From an optimization exercise on the open Yosys and OpenROAD flow, aimed at small area, a short achievable clock period and few clock cycles; shortcuts taken in it are not production practice.
Where RTL was checked, it was by simulation tests only, not by an equivalence proof against the original.
No functional check of the RTL was part of run 1.

## flow/design.v (module list and top-level ports; edited modules follow where they fit)
// module FA: 10 lines
// module INV: 3 lines
// module NAND2: 3 lines
// module NOR2: 3 lines
// module XOR2: 3 lines
// module XNOR2: 3 lines
// module A21OI: 3 lines
// module O21AI: 3 lines
// module OR2: 3 lines
// module HAP: 9 lines
// module MUX2: 3 lines
// module Bitblade: 1890 lines
// module Cfu: 58 lines
module Cfu (
  input               cmd_valid,
  output              cmd_ready,
  input      [9:0]    cmd_payload_function_id,
  input      [31:0]   cmd_payload_inputs_0,
  input      [31:0]   cmd_payload_inputs_1,
  output              rsp_valid,
  input               rsp_ready,
  output     [31:0]   rsp_payload_outputs_0,
  input               reset,
  input               clk
);
  // ...
==> flow/flow/run.sh <==
#!/bin/bash
# Standard layout, with the port buffers made from sky130_fd_sc_hd__buf_2 cells instead of
# the delay cells the flow picks by default.  make's output goes to
# standard.log; each tool's own log is under orfs/logs/.
set -euo pipefail
export BUFFER_PORTS_ARGS="-buffer_cell sky130_fd_sc_hd__buf_2"
bash standard.sh > standard.log 2>&1
==> flow/standard.sh <==
#!/bin/bash
# synth_recipe.tcl (not shown) runs the flow's synth.tcl, then flattens the netlist and writes it again
# the make line also repeats each setting of config.mk as NAME=value (left out here)
make -C /OpenROAD-flow-scripts/flow DESIGN_CONFIG=/design/flow/config.mk WORK_HOME=/design/flow/orfs CLKGATE_MAP_FILE= SYNTH_SCRIPT=/design/flow/synth_recipe.tcl "${@:-finish}"
==> flow/config.mk <==
export PLATFORM = sky130hd
export DESIGN_NAME = Cfu
export DESIGN_NICKNAME = Cfu
export VERILOG_FILES = /design/flow/design.v
export SDC_FILE = /design/flow/constraint.sdc
export NUM_CORES = 4
export LEC_CHECK = 0
export CAP_MARGIN = 20
export CORE_MARGIN = 2
export CORE_UTILIZATION = 40
export SETUP_SLACK_MARGIN = 1.5
export SLEW_MARGIN = 20
export SYNTH_HIERARCHICAL = 1
export SYNTH_MINIMUM_KEEP_SIZE = 0
==> flow/constraint.sdc <==
create_clock -name core_clock -period 13.5 [get_ports {clk}]
set_input_delay 2.7000 -clock core_clock [delete_from_list [all_inputs] [get_ports {clk}]]
set_output_delay 2.7000 -clock core_clock [all_outputs]
set_load 0.01 [all_outputs]
==> impl_metrics.env, run 1 <==
export IMPL_min_period_over_period_pct=85.6
export IMPL_seq_share_pct=8.41
export IMPL_drtIter0Drc=516
export IMPL_drtAntennaViolNets=0
export IMPL_cts_setup_buffers=0
export IMPL_yosys_area_share_xor_xnor_pct=3.63
export IMPL_core_sq_um=25300
export IMPL_worstReg2RegEnd="acc[19]"
export IMPL_die_area_sq_um=27300
export IMPL_place_area_sq_um=10800
export IMPL_buffer_area_share_pct=5.07
export IMPL_hold_path_depth=2
export IMPL_largest_reg_flops=32
export IMPL_grt_met3_usage_pct=4.32
export IMPL_port_buffers=105
export IMPL_synth_top_area_share_pct=49.7
export IMPL_clockBufferCount=5
export IMPL_drive_gt1_share_pct=17.3
export IMPL_outcome="no timing/DRC/antenna violations"
export IMPL_hold_path_class="reg2reg"
export IMPL_syn_nets=1400
export IMPL_syn_area_sq_um=10400
export IMPL_clkSlewWorstSetupHoldPaths_ns=0.07
export IMPL_htree_levels=2
==> run 2, diff against run 1 <==
--- a/flow/design.v
+++ b/flow/design.v
@@ -27,28 +27,16 @@
 assign y = ~(a & b | c);
 endmodule
 module O21AI (input a, input b, input c, output y);
 assign y = ~((a | b) & c);
 endmodule
 module OR2 (input a, input b, output y);
 assign y = a | b;
 endmodule
-module HAP (
-  input  a,
-  input  b,
-  output s,
-  output co
-);
-assign s  = a ^ b;
-assign co = a & b;
-endmodule
-module MUX2 (input a, input b, input c, output y);
-assign y = c ? a : b;
-endmodule
 module Bitblade (
   input         sel8,    
   input         op3,     
   input  [31:0] in_a,
   input  [31:0] in_b,
   input  [31:0] acc,     
   input         ldu,     
   input  [10:0] p_g,     
@@ -1892,50 +1880,17 @@
 XOR2 u1045 (.a(k928), .b(k1025), .y(k1045));
 wire k1046;
 XOR2 u1046 (.a(k931), .b(k1026), .y(k1046));
 wire ck1047;
 assign ck1047 = k1027;
 wire [18:0] lo = {k1046, k1045, k1044, k1043, k1042, k1041, k1040, k1039, k1038, k1037, k1036, k1035, k1034, k1033, k1032, k1031, k1030, k1029, S1028};
 wire [12:0] inc = acc[31:19] + 1'b1;
 wire [31:0] sum = {ck1047 ? inc : acc[31:19], lo};
-wire [12:0] hi1 = op3 ? inc : acc[31:19] & {13{keep}};
-wire [12:0] hi0 = acc[31:19] & {13{keep | op3}};
-wire k1048;
-O21AI u1048 (.a(k1017), .b(k1001), .c(k1016), .y(k1048));
-wire k1049;
-O21AI u1049 (.a(k1017), .b(k1001), .c(k1016), .y(k1049));
-wire k1050;
-MUX2 u1050 (.a(hi1[0]), .b(hi0[0]), .c(k1027), .y(k1050));
-wire k1051;
-MUX2 u1051 (.a(hi1[1]), .b(hi0[1]), .c(k1027), .y(k1051));
-wire k1052;
-MUX2 u1052 (.a(hi1[2]), .b(hi0[2]), .c(k1027), .y(k1052));
-wire k1053;
-MUX2 u1053 (.a(hi1[3]), .b(hi0[3]), .c(k1027), .y(k1053));
-wire k1054;
-MUX2 u1054 (.a(hi1[4]), .b(hi0[4]), .c(k1027), .y(k1054));
-wire k1055;
-MUX2 u1055 (.a(hi1[5]), .b(hi0[5]), .c(k1048), .y(k1055));
-wire k1056;
-MUX2 u1056 (.a(hi1[6]), .b(hi0[6]), .c(k1048), .y(k1056));
-wire k1057;
-MUX2 u1057 (.a(hi1[7]), .b(hi0[7]), .c(k1048), .y(k1057));
-wire k1058;
-MUX2 u1058 (.a(hi1[8]), .b(hi0[8]), .c(k1048), .y(k1058));
-wire k1059;
-MUX2 u1059 (.a(hi1[9]), .b(hi0[9]), .c(k1049), .y(k1059));
-wire k1060;
-MUX2 u1060 (.a(hi1[10]), .b(hi0[10]), .c(k1049), .y(k1060));
-wire k1061;
-MUX2 u1061 (.a(hi1[11]), .b(hi0[11]), .c(k1049), .y(k1061));
-wire k1062;
-MUX2 u1062 (.a(hi1[12]), .b(hi0[12]), .c(k1049), .y(k1062));
-wire [12:0] hi = {k1062, k1061, k1060, k1059, k1058, k1057, k1056, k1055, k1054, k1053, k1052, k1051, k1050};
-wire [31:0] rspv = {hi, lo & {19{op3}} | acc[18:0] & {19{keep}}};
+wire [31:0] rspv = {(op3 & ck1047) ? inc : acc[31:19] & {13{keep | op3}}, lo & {19{op3}} | acc[18:0] & {19{keep}}};
 assign psum = sum[10:0];
 assign rsp = rspv;
 endmodule
 module Cfu (
   input               cmd_valid,
   output              cmd_ready,
   input      [9:0]    cmd_payload_function_id,
   input      [31:0]   cmd_payload_inputs_0,
==> flow/config.mk (replaced) <==
export PLATFORM = sky130hd
export DESIGN_NAME = Cfu
export DESIGN_NICKNAME = Cfu
export VERILOG_FILES = /design/flow/design.v
export SDC_FILE = /design/flow/constraint.sdc
export NUM_CORES = 4
export LEC_CHECK = 0
export CAP_MARGIN = 20
export CORE_MARGIN = 2
export CORE_UTILIZATION = 40
export SETUP_SLACK_MARGIN = 1.75
export SLEW_MARGIN = 20
export SYNTH_HIERARCHICAL = 1
export SYNTH_MINIMUM_KEEP_SIZE = 0
==> run 2 against run 1 <==
Flip-flop and latch count unchanged. Critical path depth up 3. Final area down 1.5%. Still clean. Non-clock buffer count down 1. Fmax up 0.61%. Register-to-register slack better by 0.34 ns.
==> impl_metrics.env, run 2 <==
export IMPL_outcome="no timing/DRC/antenna violations"
export IMPL_slowest_stage="fa_1"
export IMPL_synth_top_area_cell="fa_1"
export IMPL_io_pins=112
export IMPL_avgSynthCellArea_sq_um=9.76
export IMPL_ys_seq_elements=46
export IMPL_syn_nets=1359
export IMPL_die_h_microns=162
export IMPL_rsz0062_at_grt="no"
export IMPL_drtIter0Drc=468
export IMPL_routed_wirelength_microns=27300
export IMPL_final_area_sq_um=10800
export IMPL_tns_ns=0
export IMPL_start_kind="input port"
export IMPL_netlist_instances=1022
export IMPL_grt_max_degree=143
export IMPL_crit_chain="buf_2, nand2_1, fa_1, fa_1, fa_1, fa_1, fa_1, fa_1, or2_2, fa_1, fa_2, nor2_4, a21oi_2, o21ai_2, a21oi_2, o21ai_2, nand3_2, nor3_4, and4_1, mux2i_1, buf_2"
export IMPL_crit_path_max_fanout=9
export IMPL_largest_reg_flops=32
export IMPL_fin_util_pct=44.2
export IMPL_drv_slew=0
export IMPL_cts_tree="built"
export IMPL_grt_pass1_vias=7891
export IMPL_setup_viol=0
export IMPL_layout_min_cycle_time_ns=11.48
export IMPL_cts_buffers=5
export IMPL_rows=57
export IMPL_core_sq_um=24400
export IMPL_maxSlewHeadroom_pct=29.1
export IMPL_drive_gt1_share_pct=17.5
export IMPL_end_kind="primary output"
export IMPL_gp_congestion=0.894
export IMPL_layoutNonFillerInstCount=1359
export IMPL_htree_levels=2
export IMPL_final_cell_mix="fa_1 (255), nand2_1 (180), nand3_1 (126), buf_2 (80), nand2b_1 (47)"
export IMPL_grt_pass1_wl_microns=44500
export IMPL_clock_path_buffers=2
export IMPL_syn_area_sq_um=9980
export IMPL_max_freq_mhz=87.1
export IMPL_antenna_cells=0
export IMPL_synthTopCellsByCount="fa_1 (258), nand2_1 (183), nand3_1 (127), clkbuf_1 (71), nand2b_1 (47)"
export IMPL_final_common_cell="fa_1"
export IMPL_reg_top3="acc: 32 flops, ups: 11 flops"
export IMPL_grtUsageTotal_pct=22.1
export IMPL_remaining_drc_errors=0
export IMPL_insertion_delay_ns=0.29
export IMPL_drtAntennaViolNets=0
export IMPL_yosys_top_cells_area="fa_1 (52%), dfxtp_1 (9.2%), nand2_1 (6.9%), nand3_1 (6.4%), nand2b_1 (2.9%)"
export IMPL_yosysMostFrequentCell="fa_1"
export IMPL_yosysUniqueCellTypes=44
export IMPL_crit_top_cell="fa_1"
export IMPL_clkSlewWorstSetupHoldPaths_ns=0.06
export IMPL_synth_edf_count=0
export IMPL_ys_warn_count=7
export IMPL_routed_via_density=5.41
export IMPL_port_buffers=105
export IMPL_start_util_pct=40.9
export IMPL_critPathArrivalTime_ns=8.78
export IMPL_place_area_sq_um=10500
export IMPL_nNetsFinal=1371
export IMPL_dr_pass1_iters=5
export IMPL_die_area_sq_um=26200
export IMPL_clock_sinks=46
export IMPL_maxCapViolCount=0
export IMPL_critical_path_class="in2out"
export IMPL_fin_worst_skew_ns=0.00841
export IMPL_overflow=0
export IMPL_largest_register="acc"
export IMPL_hold_path_class="reg2reg"
export IMPL_dp_hpwl_microns=23400
export IMPL_synth_seq_area_share_pct=9.23
export IMPL_wire_per_inst_microns=20.1
export IMPL_min_period_over_period_pct=85.1
export IMPL_worstPathBufferInverterCount=2
export IMPL_areaGrowthSynthToFinish_pct=8.06
export IMPL_worstPathRequired_ns=10.80
export IMPL_max_stage_delay_ns=0.51
export IMPL_worst_pin_slew_ns=1.06
export IMPL_vias=7353
export IMPL_dieWidth_microns=162
export IMPL_async_flop_share_pct=0
export IMPL_yosys_most_used_dff="dfxtp_1"
export IMPL_antenna_found_initial=0
export IMPL_synth_top_area_share_pct=51.8
export IMPL_dp_cells=1350
export IMPL_clockRootBuffer="clkbuf_16"
export IMPL_hold_viol=0
export IMPL_path_delay_family="adder cells"
## run 2: cell count changes after synthesis, moves of 3 or more
cell / before / now
mux2_2: 3 / 0
nand2_1: 175 / 183
buf_4: 24 / 11
o41ai_1: 3 / 0
a21oi_1: 5 / 1
buf_1: 6 / 3
mux2_4: 13 / 0
o311ai_1: 3 / 0
mux2i_1: 14 / 21
and2_1: 11 / 1
## run 2: kinds of logic (layout without fill, tap and decap cells)
kind of cell	count (synthesis)	count (layout)	share of synthesized area, %
AND/OR/NAND/NOR	442	442	21.4
adder cells (fa/ha/maj)	259	259	51.9
buffers and inverters	127	140	5.48
AO/OA/AOI/OAI	84	84	6.13
flip-flops	46	46	9.23
XOR/XNOR	43	43	3.77
multiplexers	21	21	2.11
## run 2: per-stage QoR
step / setup slack (ns) / hold slack [ns]
after global placement: 1.77 / 0.442
final: 2.02 / 0.453
after floorplan: 2.34 / 0.444
after detailed placement: 1.70 / 0.452
after CTS: 1.76 / 0.461
after global routing: 1.73 / 0.484
## run 2: final timing paths
kind,endpoint,slack [ns],depth (start not counted),from
max,rsp_payload_outputs_0[27],2.02,21,cmd_payload_inputs_0[28]
min,acc[31],0.45,1,acc[31]
max reg2reg,acc[27],6.02,21,mode
min reg2reg,acc[31],0.45,1,acc[31]
## run 2: Yosys stat by module (local to each module, per instance)
| module | copies in the design | cells inside |
|---|---|---|
| Bitblade | 1 | 472 |
| Cfu | 1 | 111 |
| FA | 258 | 1 |
| A21OI | 26 | 1 |
| XNOR2 | 14 | 1 |
| XOR2 | 29 | 1 |
| OR2 | 8 | 1 |
| O21AI | 24 | 1 |
| INV | 9 | 1 |
| NAND2 | 42 | 1 |
| NOR2 | 29 | 1 |
## run 2: final cells by class
cell class / instances / area (sq um)
Multi-Input combinational cell: 849 / 8580
Inverter: 24 / 90.1
Sequential cell: 46 / 921
Clock buffer: 6 / 129
Timing Repair Buffer: 108 / 623
Fill cell: 2433 / 13600
Tap cell: 324 / 405
Clock inverter: 2 / 37.5
## run 2: layer usage
metal	track usage [%]	vias up	share of wire, %
li1	-	3264	-
met2	36.6	271	48
met1	32.0	3789	43
met3	3.19	29	7.3
met5	0	-	0
met4	2.70	0	1.5
## run 2: repair_timing
action,in CTS,in global routing
pin swaps,0,6
setup endpoints to repair,1,8
resized for setup,1,41
hold buffers,0,0
setup buffers,0,1
## run 2: worst register-to-register path, cell delays in order, from the launching register on
cell and delay [ns]:
dfxtp_1 0.47, nor2_4 0.51, buf_12 0.47, nand3_1 0.30, fa_1 0.54, fa_1 0.57
fa_1 0.46, fa_1 0.56, fa_1 0.46, fa_1 0.43, fa_1 0.51, fa_1 0.48
nor2_2 0.17, a21oi_2 0.07, o21ai_2 0.19, a21oi_2 0.07, o21ai_2 0.20, nand3_2 0.14
nor3_4 0.25, and4_1 0.24, mux2i_1 0.22, buf_4 0.13
Testbench counts of run 2, summed over its fixed seeds: cycles 2,112.
==> run 3, diff against run 2 <==
--- a/flow/config.mk
+++ b/flow/config.mk
@@ -8,7 +8,7 @@
 export CAP_MARGIN = 20
 export CORE_MARGIN = 2
 export CORE_UTILIZATION = 40
-export SETUP_SLACK_MARGIN = 1.75
+export SETUP_SLACK_MARGIN = 1.25
 export SLEW_MARGIN = 20
 export SYNTH_HIERARCHICAL = 1
 export SYNTH_MINIMUM_KEEP_SIZE = 0
==> run 3 against run 2 <==
Non-clock buffer count decreased by 1. Clock skew about the same. Core utilization decreased by 0.52 points. Global-route usage about the same. Sequential share of layout area increased by 0.10 points. Flip-flop and latch count unchanged. Synthesized cell count unchanged. Clock-buffer cell count unchanged. Worst setup slack got worse by 0.26 ns. Critical endpoint unchanged.
==> impl_metrics.env, run 3 <==
export IMPL_ys_seq_elements=46
export IMPL_final_common_cell="fa_1"
export IMPL_cts_setup_buffers=0
export IMPL_async_flop_share_pct=0
export IMPL_die_area_sq_um=26200
export IMPL_fillers=2448
export IMPL_drtIter0Drc=500
export IMPL_die_h_microns=162
export IMPL_wire_per_inst_microns=20.0
export IMPL_maxSlewHeadroom_pct=28.5
export IMPL_worst_pin_slew_ns=1.07
export IMPL_areaGrowthSynthToFinish_pct=6.78
export IMPL_drive_gt1_share_pct=15.9
export IMPL_drv_slew=0
export IMPL_clockRootBuffer="clkbuf_16"
export IMPL_path_delay_family="adder cells"
export IMPL_start_util_pct=40.9
export IMPL_port_buffers=105
export IMPL_clock_path_buffers=2
export IMPL_htree_levels=2
export IMPL_fin_worst_skew_ns=0.00842
export IMPL_r2r_slack_ns=5.90
export IMPL_whs_endpoint="acc[31]"
export IMPL_synth_edf_count=0
export IMPL_final_cell_mix="fa_1 (258), nand2_1 (183), nand3_1 (127), buf_2 (105), nand2b_1 (47)"
export IMPL_crit_path_max_fanout=8
export IMPL_hold_viol=0
export IMPL_setup_viol=0
export IMPL_layout_min_cycle_time_ns=11.74
export IMPL_cts_buffers=5
export IMPL_grt_max_degree=143
export IMPL_syn_nets=1359
export IMPL_hold_path_depth=1
export IMPL_setup_ws_ns=1.76
export IMPL_crit_top_cell="fa_1"
export IMPL_crit_chain="buf_2, nand2_1, fa_1, fa_1, fa_1, fa_1, fa_1, fa_1, or2_2, fa_1, fa_1, nor2_1, a21oi_2, o21ai_1, a21oi_2, o21ai_1, nand3_1, nor3_4, and4_1, mux2i_1, buf_2"
export IMPL_routed_wirelength_microns=27100
export IMPL_routed_via_density=5.41
export IMPL_remaining_drc_errors=0
export IMPL_synth_seq_area_share_pct=9.23
export IMPL_tns_ns=0
export IMPL_postCtsHoldBufs=0
export IMPL_max_stage_delay_ns=0.53
export IMPL_maxCapViolCount=0
export IMPL_rsz0062_at_grt="no"
export IMPL_io_pins=112
export IMPL_yosysMostFrequentCell="fa_1"
export IMPL_core_sq_um=24400
export IMPL_cts_tree="built"
export IMPL_reg2reg_depth=20
export IMPL_worstPathRequired_ns=10.80
export IMPL_insertion_delay_ns=0.29
export IMPL_min_period_over_period_pct=87.0
export IMPL_dr_pass1_iters=5
export IMPL_largest_reg_flops=32
export IMPL_reg_top3="acc: 32 flops, ups: 11 flops"
export IMPL_worstPathBufferInverterCount=2
export IMPL_critPathArrivalTime_ns=9.04
export IMPL_largest_register="acc"
export IMPL_dp_hpwl_microns=23400
export IMPL_clkSlewWorstSetupHoldPaths_ns=0.06
export IMPL_syn_area_sq_um=9980
export IMPL_rows=57
export IMPL_nNetsFinal=1370
export IMPL_start_kind="input port"
export IMPL_end_kind="primary output"
export IMPL_critical_path_class="in2out"
export IMPL_grt_pass1_vias=7890
export IMPL_yosys_most_used_dff="dfxtp_1"
export IMPL_cts_resized=0
export IMPL_max_freq_mhz=85.2
export IMPL_drtAntennaViolNets=0
export IMPL_post_place_ws_ns=1.70
export IMPL_outcome="no timing/DRC/antenna violations"
export IMPL_grtUsageTotal_pct=22.1
export IMPL_netlist_instances=1022
export IMPL_overflow=0
export IMPL_synth_top_area_cell="fa_1"
export IMPL_yosys_top_cells_area="fa_1 (52%), dfxtp_1 (9.2%), nand2_1 (6.9%), nand3_1 (6.4%), nand2b_1 (2.9%)"
export IMPL_synth_top_area_share_pct=51.8
export IMPL_dieWidth_microns=162
export IMPL_worstReg2RegEnd="acc[27]"
export IMPL_avgSynthCellArea_sq_um=9.76
export IMPL_slowest_stage="fa_1"
export IMPL_ys_warn_count=7
export IMPL_yosysUniqueCellTypes=44
export IMPL_gp_congestion=0.894
export IMPL_hold_path_class="reg2reg"
export IMPL_min_from="acc[31]"
export IMPL_r2r_start="mode"
export IMPL_synthTopCellsByCount="fa_1 (258), nand2_1 (183), nand3_1 (127), clkbuf_1 (71), nand2b_1 (47)"
export IMPL_antenna_found_initial=0
export IMPL_vias=7351
export IMPL_antenna_cells=0
export IMPL_clock_sinks=46
export IMPL_grt_pass1_wl_microns=44500
## run 3: worst max path at each step
stage | startpoint | endpoint | slack, ns | depth (start not counted)
finish | cmd_payload_inputs_0[13] | rsp_payload_outputs_0[27] | 1.76 | 21
global route | cmd_payload_inputs_0[4] | rsp_payload_outputs_0[27] | 1.34 | 21
CTS | cmd_payload_inputs_0[4] | rsp_payload_outputs_0[27] | 1.69 | 21
detailed placement | cmd_payload_inputs_0[4] | rsp_payload_outputs_0[27] | 1.70 | 21
global placement | cmd_payload_inputs_0[4] | rsp_payload_outputs_0[27] | 1.77 | 21
floorplan | cmd_payload_inputs_0[21] | rsp_payload_outputs_0[27] | 2.34 | 20
## run 3: cell type report
cell class              count  area (sq um)  area share (%)
inverters                  24          90.1           0.845
repair buffers            107           553            5.19
well taps                 324           405            3.80
clock inverters             2          37.5           0.352
flip-flops and latches     46           921            8.64
clock buffers               6           129            1.21
multi-input cells         849          8520            80.0
## run 3: cell families after synthesis
family                   synth area share [%]
AND/OR/NAND/NOR                          21.4
flip-flops                               9.23
multiplexers                             2.11
AO/OA/AOI/OAI                            6.13
buffers and inverters                    5.48
XOR/XNOR                                 3.77
adder cells (fa/ha/maj)                  51.9
## run 3: Yosys stat by module (local to each module, per instance)
module,flip-flops and latches,cells inside,cell area (sq um)
A21OI,0,1,8.76
Bitblade,0,472,2350
Cfu,46,111,1390
FA,0,1,20.0
INV,0,1,3.75
NAND2,0,1,3.75
NOR2,0,1,3.75
O21AI,0,1,5.00
OR2,0,1,6.26
XNOR2,0,1,8.76
XOR2,0,1,8.76
## run 3: through the flow
step / cell area [sq um] / cells / hold WS [ns] / utilization, %
after floorplan: 9980 / 1022 / 0.444 / -
after global placement: 10500 / 1350 / 0.442 / 43.0
after detailed placement: 10500 / 1350 / 0.452 / 43.0
after CTS: 10700 / 1358 / 0.461 / 43.7
after global routing: 10700 / 1358 / 0.484 / 43.7
final: 10700 / 1358 / 0.453 / 43.7
## run 3: routing by layer
| layer | wire, microns | vias to the layer above | track usage, % |
|---|---|---|---|
| met2 | 13100 | 281 | 36.6 |
| met3 | 1940 | 21 | 3.19 |
| met4 | 344 | 0 | 2.70 |
| li1 | - | 3266 | - |
| met1 | 11700 | 3783 | 31.9 |
| met5 | 0 | - | 0 |
==> run 4, diff against run 3 <==
--- a/flow/config.mk
+++ b/flow/config.mk
@@ -8,7 +8,7 @@
 export CAP_MARGIN = 20
 export CORE_MARGIN = 2
 export CORE_UTILIZATION = 40
-export SETUP_SLACK_MARGIN = 1.25
+export SETUP_SLACK_MARGIN = 1.5
 export SLEW_MARGIN = 20
 export SYNTH_HIERARCHICAL = 1
 export SYNTH_MINIMUM_KEEP_SIZE = 0
==> run 4 against run 3 <==
Clock skew hardly changed. Final area hardly changed. Final cell count stayed put. Fmax is 0.90% higher. Highest routed layer unchanged. Via count is 0.14% higher. Critical path depth stayed put. Global-route usage stayed put.
==> impl_metrics.env, run 4 <==
export IMPL_netlist_instances=1022
export IMPL_start_kind="input port"
export IMPL_final_cell_mix="fa_1 (258), nand2_1 (183), nand3_1 (127), buf_2 (105), nand2b_1 (47)"
export IMPL_yosys_top_cells_area="fa_1 (52%), dfxtp_1 (9.2%), nand2_1 (6.9%), nand3_1 (6.4%), nand2b_1 (2.9%)"
export IMPL_synthAdderAreaFrac_pct=51.9
export IMPL_dr_pass1_iters=4
export IMPL_max_freq_mhz=85.9
export IMPL_synth_top_family_by_area="adder cells"
export IMPL_rows=57
export IMPL_die_h_microns=162
export IMPL_critPathArrivalTime_ns=8.94
export IMPL_tns_ns=0
export IMPL_hold_path_class="reg2reg"
export IMPL_routed_wirelength_microns=27200
export IMPL_grt_met3_usage_pct=3.19
export IMPL_cts_setup_buffers=0
export IMPL_setup_ws_ns=1.86
export IMPL_reg_top3="acc: 32 flops, ups: 11 flops"
export IMPL_crit_top_cell="fa_1"
export IMPL_yosys_most_used_dff="dfxtp_1"
export IMPL_hold_ws_ns=0.453
export IMPL_end_kind="primary output"
export IMPL_dp_cells=1350
export IMPL_synth_top_area_share_pct=51.8
export IMPL_cts_tree="built"
export IMPL_avgSynthCellArea_sq_um=9.76
export IMPL_synth_seq_area_share_pct=9.23
export IMPL_maxCapViolCount=0
export IMPL_synth_compound_area_share_pct=6.13
export IMPL_synth_simple_gate_area_share_pct=21.4
export IMPL_syn_nets=1359
export IMPL_max_stage_delay_ns=0.51
export IMPL_ys_warn_count=7
export IMPL_synth_area_mux_share_pct=2.11
export IMPL_path_delay_family="adder cells"
export IMPL_fin_worst_skew_ns=0.00835
export IMPL_vias=7361
export IMPL_start_util_pct=40.9
export IMPL_clock_sinks=46
export IMPL_outcome="no timing/DRC/antenna violations"
export IMPL_routed_via_density=5.42
export IMPL_crit_path_max_fanout=8
export IMPL_insertion_delay_ns=0.29
export IMPL_top_usage_layer="met2"
export IMPL_rsz0062_at_grt="no"
export IMPL_synth_edf_count=0
export IMPL_maxSlewHeadroom_pct=27.3
export IMPL_clkSlewWorstSetupHoldPaths_ns=0.06
export IMPL_grt_pass1_vias=7890
export IMPL_grt_pass1_wl_microns=44500
export IMPL_drtAntennaViolNets=0
export IMPL_min_period_over_period_pct=86.2
export IMPL_nNetsFinal=1370
export IMPL_synth_top_area_cell="fa_1"
export IMPL_drtIter0Drc=493
export IMPL_gp_congestion=0.894
export IMPL_layoutNonFillerInstCount=1358
export IMPL_met1_usage_pct=31.9
export IMPL_yosysUniqueCellTypes=44
export IMPL_met2_usage_pct=36.6
export IMPL_areaGrowthSynthToFinish_pct=6.87
export IMPL_final_common_cell="fa_1"
export IMPL_largest_reg_flops=32
export IMPL_layout_min_cycle_time_ns=11.64
export IMPL_port_buffers=105
export IMPL_remaining_drc_errors=0
export IMPL_antenna_cells=0
export IMPL_worstPathBufferInverterCount=2
export IMPL_overflow=0
export IMPL_setup_viol=0
export IMPL_clock_path_buffers=2
export IMPL_syn_area_sq_um=9980
export IMPL_critical_path_class="in2out"
export IMPL_yosysMostFrequentCell="fa_1"
export IMPL_dieWidth_microns=162
export IMPL_worst_pin_slew_ns=1.09
export IMPL_antenna_found_initial=0
export IMPL_drive_gt1_share_pct=16.2
export IMPL_async_flop_share_pct=0
export IMPL_drv_slew=0
export IMPL_die_area_sq_um=26200
export IMPL_grtUsageTotal_pct=22.1
export IMPL_synthTopCellsByCount="fa_1 (258), nand2_1 (183), nand3_1 (127), clkbuf_1 (71), nand2b_1 (47)"
export IMPL_clockRootBuffer="clkbuf_16"
export IMPL_dp_hpwl_microns=23400
export IMPL_hold_viol=0
export IMPL_grt_max_degree=143
export IMPL_slowest_stage="fa_1"
export IMPL_io_pins=112
export IMPL_cts_buffers=5
export IMPL_post_place_ws_ns=1.70
export IMPL_yosys_area_share_xor_xnor_pct=3.77
export IMPL_largest_register="acc"
export IMPL_crit_chain="buf_2, nand2_1, fa_1, fa_1, fa_1, fa_1, fa_1, fa_1, or2_2, fa_1, fa_1, nor2_2, a21oi_2, o21ai_1, a21oi_2, o21ai_2, nand3_1, nor3_4, and4_1, mux2i_1, buf_2"
export IMPL_wire_per_inst_microns=20.0
export IMPL_worstPathRequired_ns=10.80
export IMPL_ys_seq_elements=46
export IMPL_core_sq_um=24400
export IMPL_htree_levels=2
-- run 4: layout make-up --
cell class	instances	area, sq um
fillers	2447	13700
multi-input cells	849	8530
flip-flops and latches	46	921
repair buffers	107	553
well taps	324	405
clock buffers	6	129
inverters	24	90.1
clock inverters	2	37.5
-- run 4: layer usage --
metal / up-vias / wire length (microns)
met1: 3799 / 11700
met4: 0 / 365
met3: 23 / 1940
met2: 275 / 13100
li1: 3264 / -
met5: - / 0
-- run 4: kinds of logic after synthesis --
family | count (synthesis)
xor+xnor | 43
buf+inv | 127
fa+ha+maj | 259
simple gates | 442
mux | 21
flops | 46
compound gates | 84
-- run 4: final timing paths --
kind                                start                   endpoint  slack (ns)  cells past startpoint
setup / recovery  cmd_payload_inputs_0[4]  rsp_payload_outputs_0[27]        1.86                     21
hold / removal                    acc[31]                    acc[31]        0.45                      1
setup reg to reg                     mode                    acc[27]        6.02                     20
hold reg to reg                   acc[31]                    acc[31]        0.45                      1
-- run 4: repair_timing --
| item | 4_1_cts | 5_1_grt |
|---|---|---|
| hold buffers | 0 | 0 |
| hold endpoints to repair | 0 | 0 |
| gates resized for setup | 0 | 3 |
| setup endpoints to repair | 0 | 5 |
-- run 4: worst reg2reg max path, stage by stage (launching register included) --
cell and delay [ns]:
dfxtp_1 0.47, nor2_4 0.52, buf_12 0.46, nand3_1 0.32, fa_1 0.54, fa_1 0.57, fa_1 0.46, fa_1 0.56
fa_1 0.46, fa_1 0.42, fa_1 0.51, fa_1 0.47, nor2_2 0.19, a21oi_2 0.06, o21ai_1 0.24, a21oi_2 0.08
o21ai_2 0.20, nand3_1 0.18, nor3_4 0.22, and4_1 0.24, mux2i_1 0.21
-- run 4: per-module statistics from Yosys (local to each module, per instance), excerpt --
module | cells | flops+latches
FA | 1 | 0
NAND2 | 1 | 0
Bitblade | 472 | 0
Cfu | 111 | 46
OR2 | 1 | 0
XNOR2 | 1 | 0
O21AI | 1 | 0
INV | 1 | 0
A21OI | 1 | 0
XOR2 | 1 | 0
-- run 4: stage by stage --
| step | instance area (sq um) | util [%] |
|---|---|---|
| 6_report | 10700 | 43.7 |
| 5_1_grt | 10700 | 43.7 |
| 4_1_cts | 10700 | 43.7 |
| 3_5_place_dp | 10500 | 43.0 |
| 3_3_place_gp | 10500 | 43.0 |
| 2_1_floorplan | 9980 | - |
==> run 5, diff against run 4 <==
--- a/flow/config.mk
+++ b/flow/config.mk
@@ -5,10 +5,10 @@
 export SDC_FILE = /design/flow/constraint.sdc
 export NUM_CORES = 4
 export LEC_CHECK = 0
-export CAP_MARGIN = 20
+export CAP_MARGIN = 5
 export CORE_MARGIN = 2
 export CORE_UTILIZATION = 40
 export SETUP_SLACK_MARGIN = 1.5
-export SLEW_MARGIN = 20
+export SLEW_MARGIN = 5
 export SYNTH_HIERARCHICAL = 1
 export SYNTH_MINIMUM_KEEP_SIZE = 0
==> run 5 against run 4 <==
Still clean. Wire length is the same. Hold slack is the same. Final cell count is the same. Non-clock buffer count is the same. Fmax is the same. Core utilization is the same. Highest routed layer unchanged.
==> impl_metrics.env, run 5 <==
export IMPL_max_freq_mhz=85.9
export IMPL_rows=57
export IMPL_end_kind="primary output"
export IMPL_crit_chain="buf_2, nand2_1, fa_1, fa_1, fa_1, fa_1, fa_1, fa_1, or2_2, fa_1, fa_1, nor2_2, a21oi_2, o21ai_1, a21oi_2, o21ai_2, nand3_1, nor3_4, and4_1, mux2i_1, buf_2"
export IMPL_final_cell_mix="fa_1 (258), nand2_1 (183), nand3_1 (127), buf_2 (105), nand2b_1 (47)"
export IMPL_final_common_cell="fa_1"
export IMPL_syn_nets=1359
export IMPL_die_area_sq_um=26200
export IMPL_cts_tree="built"
export IMPL_grt_met3_usage_pct=3.19
export IMPL_dp_hpwl_microns=23400
export IMPL_hold_path_depth=1
export IMPL_clkSlewWorstSetupHoldPaths_ns=0.06
export IMPL_async_flop_share_pct=0
export IMPL_hold_path_class="reg2reg"
export IMPL_wire_per_inst_microns=20.0
export IMPL_max_stage_delay_ns=0.51
export IMPL_start_kind="input port"
export IMPL_critPathArrivalTime_ns=8.94
export IMPL_r2r_slack_ns=6.02
export IMPL_met1_usage_pct=31.9
export IMPL_synth_top_family_by_area="adder cells"
export IMPL_worst_pin_slew_ns=1.09
export IMPL_hold_viol=0
export IMPL_place_area_sq_um=10500
export IMPL_whs_endpoint="acc[31]"
export IMPL_crit_top_cell="fa_1"
export IMPL_crit_path_max_fanout=8
export IMPL_yosys_top_cells_area="fa_1 (52%), dfxtp_1 (9.2%), nand2_1 (6.9%), nand3_1 (6.4%), nand2b_1 (2.9%)"
export IMPL_ys_seq_elements=46
export IMPL_worstPathRequired_ns=10.80
export IMPL_routed_wirelength_microns=27200
export IMPL_avgSynthCellArea_sq_um=9.76
export IMPL_insertion_delay_ns=0.29
export IMPL_die_h_microns=162
export IMPL_synthTopCellsByCount="fa_1 (258), nand2_1 (183), nand3_1 (127), clkbuf_1 (71), nand2b_1 (47)"
export IMPL_synth_edf_count=0
export IMPL_clockRootBuffer="clkbuf_16"
export IMPL_drv_slew=0
export IMPL_largest_reg_flops=32
export IMPL_synth_compound_area_share_pct=6.13
export IMPL_rsz0062_at_grt="no"
export IMPL_drtAntennaViolNets=0
export IMPL_antenna_cells=0
export IMPL_slowest_stage="fa_1"
export IMPL_ys_warn_count=7
export IMPL_start_util_pct=40.9
export IMPL_grtUsageTotal_pct=22.1
export IMPL_synth_top_area_cell="fa_1"
export IMPL_yosys_area_share_xor_xnor_pct=3.77
export IMPL_htree_levels=2
export IMPL_antenna_found_initial=0
export IMPL_min_from="acc[31]"
export IMPL_nNetsFinal=1370
export IMPL_gp_congestion=0.894
export IMPL_yosys_most_used_dff="dfxtp_1"
export IMPL_core_sq_um=24400
export IMPL_reg2reg_depth=20
export IMPL_io_pins=112
export IMPL_synth_top_area_share_pct=51.8
export IMPL_overflow=0
export IMPL_yosysUniqueCellTypes=44
export IMPL_setup_viol=0
export IMPL_grt_max_degree=143
export IMPL_met2_usage_pct=36.6
export IMPL_cts_buffers=5
export IMPL_tns_ns=0
export IMPL_grt_pass1_vias=7890
export IMPL_dieWidth_microns=162
export IMPL_clock_path_buffers=2
export IMPL_path_delay_family="adder cells"
export IMPL_routed_via_density=5.42
export IMPL_port_buffers=105
export IMPL_r2r_start="mode"
export IMPL_reg_top3="acc: 32 flops, ups: 11 flops"
export IMPL_drive_gt1_share_pct=16.2
export IMPL_grt_pass1_wl_microns=44500
export IMPL_worstPathBufferInverterCount=2
export IMPL_fillers=2447
export IMPL_synth_seq_area_share_pct=9.23
export IMPL_min_period_over_period_pct=86.2
export IMPL_layout_min_cycle_time_ns=11.64
export IMPL_syn_area_sq_um=9980
export IMPL_remaining_drc_errors=0
export IMPL_vias=7361
export IMPL_fin_worst_skew_ns=0.00835
export IMPL_drtIter0Drc=493
export IMPL_synth_area_mux_share_pct=2.11
export IMPL_yosysMostFrequentCell="fa_1"
export IMPL_outcome="no timing/DRC/antenna violations"
export IMPL_maxCapViolCount=0
export IMPL_areaGrowthSynthToFinish_pct=6.87
export IMPL_netlist_instances=1022
export IMPL_synthAdderAreaFrac_pct=51.9
export IMPL_top_usage_layer="met2"
export IMPL_maxSlewHeadroom_pct=27.3
export IMPL_clock_sinks=46
export IMPL_dr_pass1_iters=4
export IMPL_synth_simple_gate_area_share_pct=21.4
export IMPL_postCtsHoldBufs=0
export IMPL_final_area_sq_um=10700
export IMPL_worstReg2RegEnd="acc[27]"
export IMPL_largest_register="acc"
export IMPL_critical_path_class="in2out"
export IMPL_critPathLaunch="cmd_payload_inputs_0[4]"
==> run 5: cell counts in the layout (fill, tap and decap cells not counted) <==
No cell type changed its count.
==> run 5: Yosys stat by module (local to each module, per instance) <==
module | copies in the design | cells
FA | 258 | 1
XOR2 | 29 | 1
Bitblade | 1 | 472
NOR2 | 29 | 1
A21OI | 26 | 1
O21AI | 24 | 1
XNOR2 | 14 | 1
Cfu | 1 | 111
NAND2 | 42 | 1
INV | 9 | 1
OR2 | 8 | 1
==> run 5: area by class of cell <==
cell class	instances	area [sq um]	share of cell area [%]
clock buffers	6	129	1.21
clock inverters	2	37.5	0.352
inverters	24	90.1	0.845
multi-input cells	849	8530	80.0
flip-flops and latches	46	921	8.64
well taps	324	405	3.80
repair buffers	107	553	5.19
==> run 5: stage by stage <==
step | hold WS (ns) | cells | setup WS (ns) | utilization [%]
4_1_cts | 0.461 | 1358 | 1.69 | 43.7
3_5_place_dp | 0.452 | 1350 | 1.70 | 43.0
5_1_grt | 0.484 | 1358 | 1.50 | 43.7
2_1_floorplan | 0.444 | 1022 | 2.34 | -
3_3_place_gp | 0.442 | 1350 | 1.77 | 43.0
6_report | 0.453 | 1358 | 1.86 | 43.7
==> run 5: worst max path at each step <==
stage / to / slack (ns) / cells past startpoint
after global placement: rsp_payload_outputs_0[27] / 1.77 / 21
after floorplan: rsp_payload_outputs_0[27] / 2.34 / 20
final: rsp_payload_outputs_0[27] / 1.86 / 21
after CTS: rsp_payload_outputs_0[27] / 1.69 / 21
after global routing: rsp_payload_outputs_0[27] / 1.50 / 21
after detailed placement: rsp_payload_outputs_0[27] / 1.70 / 21
==> run 5: repair_timing <==
item / in CTS / in global routing
gates resized for setup: 0 / 3
endpoints found under the setup margin: 0 / 5
setup buffers: 0 / 0
==> run 5: routing by layer <==
metal	part of all wire, %	vias up
li1	-	3264
met1	43	3799
met2	48	275
met3	7.1	23
met4	1.3	0
met5	0	-
==> run 5: cells by family (layout without fill, tap and decap cells) <==
| family | Yosys count | count (layout) |
|---|---|---|
| simple gates | 442 | 442 |
| flops | 46 | 46 |
| compound gates | 84 | 84 |
| xor+xnor | 43 | 43 |
| buf+inv | 127 | 139 |
| mux | 21 | 21 |
| fa+ha+maj | 259 | 259 |

==> static timing again, ports no longer ideal <==
How much do the figures lean on ideal ports? The routed layouts below were timed once more, with nothing changed but the port constraints. Step 1: set_driving_cell puts a clkbuf_16 on clk and a buf_2 on each other input, an assumption about the parent block. Step 2, shift: input delay + t, output delay - t, t = (earliest + latest rising clock arrival at the registers) / 2. This alone moves slack from input paths to output paths. Slacks: ideal ports / drivers / drivers and shift; pairs: ideal ports / drivers.
run	t, ns	slack for setup (ns)	hold WS [ns]	worst slew at a driven data input, ns	cell pins on the clock port's net
run 1	0.321	1.947 / 1.926 / 1.926	0.471 / 0.471 / 0.471	0.03	1
run 2	0.320	2.017 / 1.997 / 1.997	0.453 / 0.453 / 0.453	0.03	1
run 3	0.320	1.758 / 1.737 / 1.737	0.453 / 0.453 / 0.453	0.04	1
run 4	0.320	1.862 / 1.842 / 1.842	0.453 / 0.453 / 0.453	0.04	1
run 5	0.320	1.862 / 1.842 / 1.842	0.453 / 0.453 / 0.453	0.04	1
After both steps setup and hold are still met in every run listed.
